This is an optimization exercise on Yosys and OpenROAD, whose aim is small area, not a production implementation. At most, simulation tests tie the RTL to the original design; equivalence was not proved. Power figures rest on the tool's default switching activity, not on a simulated workload.

==> flow/design.v (excerpt) <==
module pps_synch(
	input		clk,
	input		rst,
	input	[2:0]	pps,
	input	[2:0]	pps_sel,
	input		sysref,
	input	[31:0]	load_secs,
	input	[31:0]	load_ns,
	input	[7:0]	load_subns,
	input	[5:0]	ns_per_clk,
	input	[7:0]	subns_per_clk,
	input	[31:0]	delay_ns,
	input	[3:0]	mode,
	input	[2:0]	sanity_mode,
	input	[15:0]	lockout_ns,
	input	[31:0]	rollover_thresh_ns,
	input	[1:0]	capture_mode,
	output	[31:0]	captured_secs,
	output	[31:0]	captured_ns,
	output	[7:0]	captured_subns,
	output		captured,
	output	[31:0]	secs,
	output	[31:0]	ns,
	output	[7:0]	subns,
	output		running,
	output  [63:0]  timestamp_us,
	output          timestamp_valid
);
	reg        started;
	reg [2:0]  mode_r;
	reg [1:0]  capture_mode_r;
	reg [2:0]  sanity_mode_r;
	reg [13:0] step_r;
	reg        resync;
	reg        delay_nz_r;     
	reg        delay_ge_r;     
	reg        lock_lt_r;      
	reg        thr_ge_r;       
	reg [31:0] secs_r;
	reg [39:0] ns_r;
	reg [31:0] pipe_r;         
	reg [39:0] delay;
	reg        captured_r;
	reg [31:0] captured_secs_r;
	reg [39:0] captured_ns_r;
	reg pps_internal;
	reg last_pps;
	reg last_pps_ext;
	reg sysref_internal;
	reg last_sysref;
	assign running = started;
	assign secs = secs_r;
	assign ns = ns_r[39:8];
  ...
==> module timestamptous, before the edit <==
module timestamptous(
	input         clk,
	input         rst,
	input  [31:0] secs,
	input  [39:0] x,
	input         started,
	output        valid,
	output [63:0] us
);
	wire [31:0] q = x[39:8];
	wire [7:0]  r = x[7:0];
	wire [54:0] s_q = ({q, 22'b0} + {q, 17'b0} + {q, 11'b0} + {q, 8'b0} + {q, 6'b0})
	                - ({q, 15'b0} + {q, 3'b0} + q);
	wire [22:0] s_r = {r, 14'b0} + {r, 8'b0} + {r, 7'b0} + {r, 3'b0} + r
	                + (r >> 3) + (r >> 4) + (r >> 6) + (r >> 7);
	wire [54:0] s_all = s_q + s_r;
	wire [22:0] nsus = s_all[54:32];
	reg [31:0] a_secs;
	reg [22:0] a_us;
	reg [51:0] b, d1, d2, d3, d4, u;
	reg [5:0]  validdly;
	reg [2:0]  cnt;
	wire [45:0] secs_m = ({a_secs, 14'b0} + {a_secs, 8'b0} + {a_secs, 3'b0} + a_secs)
	                   - {a_secs, 10'b0};
	wire [51:0] m = {secs_m, 6'b0} + a_us;
	wire settled = &cnt;
	always @(posedge clk) begin
		a_secs <= secs;
		a_us <= nsus;
		b <= m;
		d1 <= b;
		d2 <= d1;
		d3 <= d2;
		d4 <= d3;
		if (~settled | (d4 > u)) u <= d4;
		if (rst) begin
			validdly <= 0;
			cnt <= 0;
		end else begin
			validdly <= {validdly[4:0], started};
			if (~settled) cnt <= cnt + 1;
		end
	end
	assign us = {12'b0, u};
	assign valid = validdly[5];
endmodule
make LEC_CHECK=0 CAP_MARGIN=20 CORE_MARGIN=2 CORE_UTILIZATION=40 SLEW_MARGIN=20 finish   # period 5.0 ns
run.sh (not shown) runs the stock make flow with config.mk's settings and CLKGATE_MAP_FILE= SYNTH_SCRIPT=/design/flow/synth_recipe.tcl, a recipe that flattens the netlist after the stock synthesis.
The baseline produced a layout that fails on negative setup slack.
Edit:
--- a/flow/design.v
+++ b/flow/design.v
@@ -142,36 +142,42 @@
 	input         started,
 	output        valid,
 	output [63:0] us
 );
 	wire [31:0] q = x[39:8];
 	wire [7:0]  r = x[7:0];
-	wire [54:0] s_q = ({q, 22'b0} + {q, 17'b0} + {q, 11'b0} + {q, 8'b0} + {q, 6'b0})
-	                - ({q, 15'b0} + {q, 3'b0} + q);
-	wire [22:0] s_r = {r, 14'b0} + {r, 8'b0} + {r, 7'b0} + {r, 3'b0} + r
-	                + (r >> 3) + (r >> 4) + (r >> 6) + (r >> 7);
-	wire [54:0] s_all = s_q + s_r;
-	wire [22:0] nsus = s_all[54:32];
-	reg [31:0] a_secs;
-	reg [22:0] a_us;
-	reg [51:0] b, d1, d2, d3, d4, u;
+	wire [35:0] lo = {4'b0, q[9:0], 22'b0} + {4'b0, q[14:0], 17'b0} + {4'b0, q[20:0], 11'b0}
+	               + {4'b0, q[23:0], 8'b0} + {4'b0, q[25:0], 6'b0}
+	               + {r, 14'b0} + {r, 8'b0} + {r, 7'b0} + {r, 3'b0} + r
+	               + (r >> 3) + (r >> 4) + (r >> 6) + (r >> 7)
+	               - {4'b0, q[16:0], 15'b0} - {4'b0, q[28:0], 3'b0} - {4'b0, q};
+	reg [31:0] s1_secs;
+	reg [21:0] s1_q;       
+	reg [3:0]  s1_c;       
+	wire [22:0] nsus = {1'b0, s1_q} + (s1_q >> 5) + (s1_q >> 11) + (s1_q >> 14) + (s1_q >> 16)
+	                 - (s1_q >> 7) - (s1_q >> 19) + {{19{s1_c[3]}}, s1_c};
+	reg [31:0] s2_secs;
+	reg [22:0] s2_us;
+	wire [45:0] secs_m = {s2_secs, 14'b0} + {s2_secs, 8'b0} + {s2_secs, 3'b0} + s2_secs
+	                   - {s2_secs, 10'b0};
+	wire [51:0] m = {secs_m, 6'b0} + s2_us;
+	reg [51:0] b, d1, d2, d3, u;
 	reg [5:0]  validdly;
 	reg [2:0]  cnt;
-	wire [45:0] secs_m = ({a_secs, 14'b0} + {a_secs, 8'b0} + {a_secs, 3'b0} + a_secs)
-	                   - {a_secs, 10'b0};
-	wire [51:0] m = {secs_m, 6'b0} + a_us;
 	wire settled = &cnt;
 	always @(posedge clk) begin
-		a_secs <= secs;
-		a_us <= nsus;
+		s1_secs <= secs;
+		s1_q <= q[31:10];
+		s1_c <= lo[35:32];
+		s2_secs <= s1_secs;
+		s2_us <= nsus;
 		b <= m;
 		d1 <= b;
 		d2 <= d1;
 		d3 <= d2;
-		d4 <= d3;
-		if (~settled | (d4 > u)) u <= d4;
+		if (~settled | (d3 > u)) u <= d3;
 		if (rst) begin
 			validdly <= 0;
 			cnt <= 0;
 		end else begin
 			validdly <= {validdly[4:0], started};
 			if (~settled) cnt <= cnt + 1;
Outcome: The new run finished but failed the layout checks on negative setup slack. Wire length is lower by a few percent. Total power hardly moves. Die area fell slightly. Global-route usage drops by 0.83 points. Area after synthesis drops slightly. Cell area drops by a few percent. Clock skew came out lower by 3.2 ps. Setup slack improved by 1400 ps. First-iteration DRC count falls by a few percent. Synthesized cell count shrinks by a few percent. Register-to-register slack gains 1400 ps. Clock-buffer cell count is lower by 2.
No run of this note included a check of the RTL's function; only the layout flow was run.

Another version of the RTL of pps_synch (not shown whole).
Size in the first run: ~630 flip-flops, ~400 I/O pins, about 35000 um2 of cells after synthesis.
Design pps_synch, start of the top module:
module pps_synch(
	input		clk,
	input		rst,
	input	[2:0]	pps,
	input	[2:0]	pps_sel,
	input		sysref,
	input	[31:0]	load_secs,
	input	[31:0]	load_ns,
	input	[7:0]	load_subns,
	input	[5:0]	ns_per_clk,
	input	[7:0]	subns_per_clk,
	input	[31:0]	delay_ns,
	input	[3:0]	mode,
	input	[2:0]	sanity_mode,
	input	[15:0]	lockout_ns,
	input	[31:0]	rollover_thresh_ns,
	input	[1:0]	capture_mode,
	output	[31:0]	captured_secs,
	output	[31:0]	captured_ns,
	output	[7:0]	captured_subns,
	output		captured,
	output	[31:0]	secs,
	output	[31:0]	ns,
	output	[7:0]	subns,
	output		running,
	output  [63:0]  timestamp_us,
	output          timestamp_valid
);
	reg        started;
	reg [2:0]  mode_r;
	reg [1:0]  capture_mode_r;
	reg [2:0]  sanity_mode_r;
	reg [13:0] step_r;
	reg        resync;
	reg        delay_nz_r;     
	reg        delay_ge_r;     
	reg        lock_lt_r;      
	reg        thr_ge_r;       
	reg [31:0] secs_r;
	reg [39:0] ns_r;
	reg [31:0] pipe_r;         
	reg [39:0] delay;
	reg        captured_r;
	reg [31:0] captured_secs_r;
	reg [39:0] captured_ns_r;
	reg pps_internal;
	reg last_pps;
	reg last_pps_ext;
	reg sysref_internal;
	reg last_sysref;
	assign running = started;
	assign secs = secs_r;
	assign ns = ns_r[39:8];
	assign subns = ns_r[7:0];
	assign captured = captured_r;
	assign captured_secs = captured_secs_r;
	assign captured_ns = captured_ns_r[39:8];
	assign captured_subns = captured_ns_r[7:0];
	wire pps_ext  = |(pps & pps_sel);
	wire edge_ext = ~last_pps_ext & pps_ext;
	wire ev_pps   = pps_internal & ~last_pps;
  ...
==> module pps_synch, before the edit <==
module pps_synch(
	input		clk,
	input		rst,
	input	[2:0]	pps,
	input	[2:0]	pps_sel,
	input		sysref,
	input	[31:0]	load_secs,
	input	[31:0]	load_ns,
	input	[7:0]	load_subns,
	input	[5:0]	ns_per_clk,
	input	[7:0]	subns_per_clk,
	input	[31:0]	delay_ns,
	input	[3:0]	mode,
	input	[2:0]	sanity_mode,
	input	[15:0]	lockout_ns,
	input	[31:0]	rollover_thresh_ns,
	input	[1:0]	capture_mode,
	output	[31:0]	captured_secs,
	output	[31:0]	captured_ns,
	output	[7:0]	captured_subns,
	output		captured,
	output	[31:0]	secs,
	output	[31:0]	ns,
	output	[7:0]	subns,
	output		running,
	output  [63:0]  timestamp_us,
	output          timestamp_valid
);
	reg        started;
	reg [2:0]  mode_r;
	reg [1:0]  capture_mode_r;
	reg [2:0]  sanity_mode_r;
	reg [13:0] step_r;
	reg        resync;
	reg        delay_nz_r;     
	reg        delay_ge_r;     
	reg        lock_lt_r;      
	reg        thr_ge_r;       
	reg [31:0] secs_r;
	reg [39:0] ns_r;
	reg [31:0] pipe_r;         
	reg [39:0] delay;
	reg        captured_r;
	reg [31:0] captured_secs_r;
	reg [39:0] captured_ns_r;
	reg pps_internal;
	reg last_pps;
	reg last_pps_ext;
	reg sysref_internal;
	reg last_sysref;
	assign running = started;
	assign secs = secs_r;
	assign ns = ns_r[39:8];
	assign subns = ns_r[7:0];
	assign captured = captured_r;
	assign captured_secs = captured_secs_r;
	assign captured_ns = captured_ns_r[39:8];
	assign captured_subns = captured_ns_r[7:0];
	wire pps_ext  = |(pps & pps_sel);
	wire edge_ext = ~last_pps_ext & pps_ext;
	wire ev_pps   = pps_internal & ~last_pps;
	wire ev_sys   = sysref_internal & ~last_sysref;
	wire delay_hit = delay_ge_r & delay_nz_r;
	wire delay_inc = (edge_ext & delay_nz_r) | (|delay);
	wire [14:0] delay_lo = {1'b0, delay[13:0]} + {1'b0, step_r};
	wire [26:0] delay_p;
	pfx_and #(26) u_dp (delay[39:14], delay_p);
	wire [39:0] delay_sum = {delay[39:14] ^ ({26{delay_lo[14]}} & delay_p[25:0]), delay_lo[13:0]};
	wire [39:0] delay_nx = (delay_inc & ~delay_hit) ? delay_sum : 40'd0;
	wire pps_int_nx = (edge_ext & ~delay_nz_r) | delay_hit;
	wire freerun = (mode_r == 3'd1) | (mode_r == 3'd2) | (mode_r == 3'd5);
	wire ge_sec  = pipe_r >= 32'd1000000000;
	wire lock    = lock_lt_r & sanity_mode_r[0];
	wire thr     = thr_ge_r & ~resync & sanity_mode_r[1];
	wire pps_roll = ~freerun & ev_pps & ~lock;
	wire roll     = freerun ? ge_sec : pps_roll;
	wire pipe_clr = freerun ? ge_sec : (pps_roll & thr);
	wire [14:0] ns_lo   = {1'b0, ns_r[13:0]} + {1'b0, step_r};
	wire [15:0] pipe_lo = {1'b0, ns_r[14:0]} + {1'b0, step_r, 1'b0};
	wire [25:0] ns_p;
	pfx_and #(25) u_nsp (ns_r[39:15], ns_p);
	wire        ns_c15 = ns_lo[14] & ns_r[14];
	wire [39:0] ns_inc = {ns_r[39:15] ^ ({25{ns_c15}} & ns_p[24:0]), ns_r[14] ^ ns_lo[14], ns_lo[13:0]};
	wire [39:0] pipe_full = {ns_r[39:15] ^ ({25{pipe_lo[15]}} & ns_p[24:0]), pipe_lo[14:0]};
	wire [32:0] secs_p;
	pfx_and #(32) u_sp (secs_r, secs_p);
	wire [31:0] secs_inc = secs_r ^ secs_p[31:0];
	wire [31:0] pipe_nx = started ? (pipe_clr ? 32'd0 : pipe_full[39:8]) : pipe_r;
	always @(posedge clk) begin
		step_r <= {ns_per_clk, subns_per_clk};
		sanity_mode_r <= sanity_mode;
		capture_mode_r <= capture_mode;
		last_pps <= pps_internal;
		last_sysref <= sysref_internal;
		delay_ge_r <= (delay_inc & ~delay_hit) & (delay_sum[39:8] >= delay_ns);
		lock_lt_r <= pipe_nx < {16'b0, lockout_ns};
		thr_ge_r <= pipe_nx >= rollover_thresh_ns;
		if (~captured_r & ((capture_mode_r == 2'd1 & ev_pps) | (capture_mode_r == 2'd2 & ev_sys))) begin
			captured_secs_r <= secs_r;
			captured_ns_r <= ns_r;
		end
		if (rst) begin
			started <= 0;
			mode_r <= 0;
			resync <= 0;
			delay_nz_r <= 0;
			secs_r <= 0;
			ns_r <= 0;
			pipe_r <= 0;
			delay <= 0;
			captured_r <= 0;
			pps_internal <= 0;
			last_pps_ext <= 0;
			sysref_internal <= 0;
		end else begin
			mode_r <= (mode[3] | (mode[2:1] == 2'b11)) ? 3'd0 : mode[2:0];
			delay_nz_r <= |delay_ns;
			sysref_internal <= sysref;
			last_pps_ext <= pps_ext;
			delay <= delay_nx;
			pps_internal <= pps_int_nx;
			pipe_r <= pipe_nx;
			if (~captured_r & ((capture_mode_r == 2'd1 & ev_pps) | (capture_mode_r == 2'd2 & ev_sys)))
				captured_r <= 1;
			if (captured_r & (capture_mode_r == 2'd0))
				captured_r <= 0;
			if (started) begin
				ns_r <= roll ? 40'd0 : ns_inc;
				if (roll) secs_r <= secs_inc;
				if (~freerun & ev_pps) begin
					if (lock) resync <= sanity_mode_r[2];
					else if (~thr) resync <= 0;
				end
				if (mode == 4'd0) started <= 0;
			end else if (mode_r != 3'd0) begin
				secs_r <= load_secs;
				ns_r <= {load_ns, load_subns};
				case (mode_r)
					3'd1: started <= 1;
					3'd2, 3'd3: started <= pps_internal;
					default: started <= ev_sys;
				endcase
			end
		end
	end
	timestamptous tstous (clk, rst, secs_r, ns_r, started, timestamp_valid, timestamp_us);
endmodule
==> module pfx_and, before the edit <==
module pfx_and #(parameter W = 8) (
	input  [W-1:0] x,
	output [W:0]   p
);
	localparam NG = (W + 3) / 4;
	wire [4*NG-1:0] xp = {{(4*NG-W){1'b1}}, x};
	wire [NG:0] gc;
	wire [4*NG:0] pp;
	assign gc[0] = 1'b1;
	genvar j;
	generate for (j = 0; j < NG; j = j + 1) begin : g
		assign gc[j+1] = gc[j] & (&xp[4*j+3:4*j]);
		assign pp[4*j]   = gc[j];
		assign pp[4*j+1] = gc[j] & xp[4*j];
		assign pp[4*j+2] = gc[j] & (&xp[4*j+1:4*j]);
		assign pp[4*j+3] = gc[j] & (&xp[4*j+2:4*j]);
	end endgenerate
	assign pp[4*NG] = gc[NG];
	assign p = pp[W:0];
endmodule
export LEC_CHECK = 0
export CAP_MARGIN = 20
export CORE_MARGIN = 2
export CORE_UTILIZATION = 60
export SLEW_MARGIN = 20
create_clock -name core_clock -period 5.0 [get_ports {clk}]
standard.sh (not shown) runs the stock make flow with config.mk's settings and CLKGATE_MAP_FILE= SYNTH_SCRIPT=/design/flow/synth_recipe.tcl, a recipe that flattens the netlist after the stock synthesis.
==> flow/flow/run.sh <==
#!/bin/bash
export BUFFER_PORTS_ARGS="-buffer_cell sky130_fd_sc_hd__buf_1"
export CTS_ARGS="-sink_clustering_enable -repair_clock_nets -dont_use_dummy_load -buf_list {sky130_fd_sc_hd__clkbuf_8} -root_buf sky130_fd_sc_hd__clkbuf_8 -sink_clustering_size 18 -sink_clustering_max_diameter 70"
bash standard.sh > standard.log 2>&1
The baseline finished but failed the layout checks on setup timing.
Change:
--- a/flow/design.v
+++ b/flow/design.v
@@ -59,43 +59,32 @@
 	wire pps_ext  = |(pps & pps_sel);
 	wire edge_ext = ~last_pps_ext & pps_ext;
 	wire ev_pps   = pps_internal & ~last_pps;
 	wire ev_sys   = sysref_internal & ~last_sysref;
 	wire delay_hit = delay_ge_r & delay_nz_r;
 	wire delay_inc = (edge_ext & delay_nz_r) | (|delay);
-	wire [14:0] delay_lo = {1'b0, delay[13:0]} + {1'b0, step_r};
-	wire [26:0] delay_p;
-	pfx_and #(26) u_dp (delay[39:14], delay_p);
-	wire [39:0] delay_sum = {delay[39:14] ^ ({26{delay_lo[14]}} & delay_p[25:0]), delay_lo[13:0]};
+	wire [39:0] delay_sum = delay + {26'b0, step_r};
 	wire [39:0] delay_nx = (delay_inc & ~delay_hit) ? delay_sum : 40'd0;
 	wire pps_int_nx = (edge_ext & ~delay_nz_r) | delay_hit;
 	wire freerun = (mode_r == 3'd1) | (mode_r == 3'd2) | (mode_r == 3'd5);
 	wire ge_sec  = pipe_r >= 32'd1000000000;
 	wire lock    = lock_lt_r & sanity_mode_r[0];
 	wire thr     = thr_ge_r & ~resync & sanity_mode_r[1];
 	wire pps_roll = ~freerun & ev_pps & ~lock;
 	wire roll     = freerun ? ge_sec : pps_roll;
 	wire pipe_clr = freerun ? ge_sec : (pps_roll & thr);
-	wire [14:0] ns_lo   = {1'b0, ns_r[13:0]} + {1'b0, step_r};
-	wire [15:0] pipe_lo = {1'b0, ns_r[14:0]} + {1'b0, step_r, 1'b0};
-	wire [25:0] ns_p;
-	pfx_and #(25) u_nsp (ns_r[39:15], ns_p);
-	wire        ns_c15 = ns_lo[14] & ns_r[14];
-	wire [39:0] ns_inc = {ns_r[39:15] ^ ({25{ns_c15}} & ns_p[24:0]), ns_r[14] ^ ns_lo[14], ns_lo[13:0]};
-	wire [39:0] pipe_full = {ns_r[39:15] ^ ({25{pipe_lo[15]}} & ns_p[24:0]), pipe_lo[14:0]};
-	wire [32:0] secs_p;
-	pfx_and #(32) u_sp (secs_r, secs_p);
-	wire [31:0] secs_inc = secs_r ^ secs_p[31:0];
+	wire [39:0] ns_inc   = ns_r + {26'b0, step_r};
+	wire [39:0] pipe_full = ns_r + {25'b0, step_r, 1'b0};
 	wire [31:0] pipe_nx = started ? (pipe_clr ? 32'd0 : pipe_full[39:8]) : pipe_r;
 	always @(posedge clk) begin
 		step_r <= {ns_per_clk, subns_per_clk};
 		sanity_mode_r <= sanity_mode;
 		capture_mode_r <= capture_mode;
 		last_pps <= pps_internal;
 		last_sysref <= sysref_internal;
-		delay_ge_r <= (delay_inc & ~delay_hit) & (delay_sum[39:8] >= delay_ns);
+		delay_ge_r <= delay_nx[39:8] >= delay_ns;
 		lock_lt_r <= pipe_nx < {16'b0, lockout_ns};
 		thr_ge_r <= pipe_nx >= rollover_thresh_ns;
 		if (~captured_r & ((capture_mode_r == 2'd1 & ev_pps) | (capture_mode_r == 2'd2 & ev_sys))) begin
 			captured_secs_r <= secs_r;
 			captured_ns_r <= ns_r;
 		end
@@ -123,13 +112,13 @@
 			if (~captured_r & ((capture_mode_r == 2'd1 & ev_pps) | (capture_mode_r == 2'd2 & ev_sys)))
 				captured_r <= 1;
 			if (captured_r & (capture_mode_r == 2'd0))
 				captured_r <= 0;
 			if (started) begin
 				ns_r <= roll ? 40'd0 : ns_inc;
-				if (roll) secs_r <= secs_inc;
+				if (roll) secs_r <= secs_r + 1;
 				if (~freerun & ev_pps) begin
 					if (lock) resync <= sanity_mode_r[2];
 					else if (~thr) resync <= 0;
 				end
 				if (mode == 4'd0) started <= 0;
 			end else if (mode_r != 3'd0) begin
@@ -142,32 +131,12 @@
 				endcase
 			end
 		end
 	end
 	timestamptous tstous (clk, rst, secs_r, ns_r, started, timestamp_valid, timestamp_us);
 endmodule
-module pfx_and #(parameter W = 8) (
-	input  [W-1:0] x,
-	output [W:0]   p
-);
-	localparam NG = (W + 3) / 4;
-	wire [4*NG-1:0] xp = {{(4*NG-W){1'b1}}, x};
-	wire [NG:0] gc;
-	wire [4*NG:0] pp;
-	assign gc[0] = 1'b1;
-	genvar j;
-	generate for (j = 0; j < NG; j = j + 1) begin : g
-		assign gc[j+1] = gc[j] & (&xp[4*j+3:4*j]);
-		assign pp[4*j]   = gc[j];
-		assign pp[4*j+1] = gc[j] & xp[4*j];
-		assign pp[4*j+2] = gc[j] & (&xp[4*j+1:4*j]);
-		assign pp[4*j+3] = gc[j] & (&xp[4*j+2:4*j]);
-	end endgenerate
-	assign pp[4*NG] = gc[NG];
-	assign p = pp[W:0];
-endmodule
 module timestamptous(
 	input         clk,
 	input         rst,
 	input  [31:0] secs,
 	input  [39:0] x,
 	input         started,
Outcome:
- Now the flow produced a clean layout
- register-to-register slack improved by 0.23 ns
- core utilization falls by 1.2 points
- total power falls by 7.8%
- worst setup slack improved by 0.23 ns
- synthesized cell count rises by 2.3%
- first-iteration DRC count rises by 10%
- die area rises by 0.87%
- routed wire length rises by 0.68%
- hold slack improved by 0.0062 ns
Function not checked in the first run of this note: the RTL went through the layout flow alone.

separate check: timing with driven ports:
In the flow no input, the clock included, has a driving cell. The finished layouts below were timed again as built, in two steps.
Step 1 sets driving cells, clkbuf_16 on the clock port and buf_2 on the other inputs (assumed; they add their load-dependent delay and slew).
Step 2 times the ports against the registers' clock, not the clock port: input delays grow and output delays shrink by t, the midpoint of the rising clock arrivals with the driver on.
Three values: ideal ports, drivers, drivers and shift; two values: the first two.
run	t, ns	setup slack, ns	worst hold slack (ns)	clock arrival spread, ns
the first run of note 1	0.685	-1.610 / -1.610 / -1.610	0.312 / 0.312 / 0.312	0.046 / 0.045
the second run of note 1	0.698	-0.250 / -0.250 / -0.250	0.300 / 0.300 / 0.300	0.036 / 0.036
the first run of note 2	0.708	-0.106 / -0.106 / -0.106	0.279 / 0.279 / 0.279	0.063 / 0.062
the second run of note 2	0.697	0.124 / 0.124 / 0.124	0.286 / 0.286 / 0.286	0.089 / 0.088
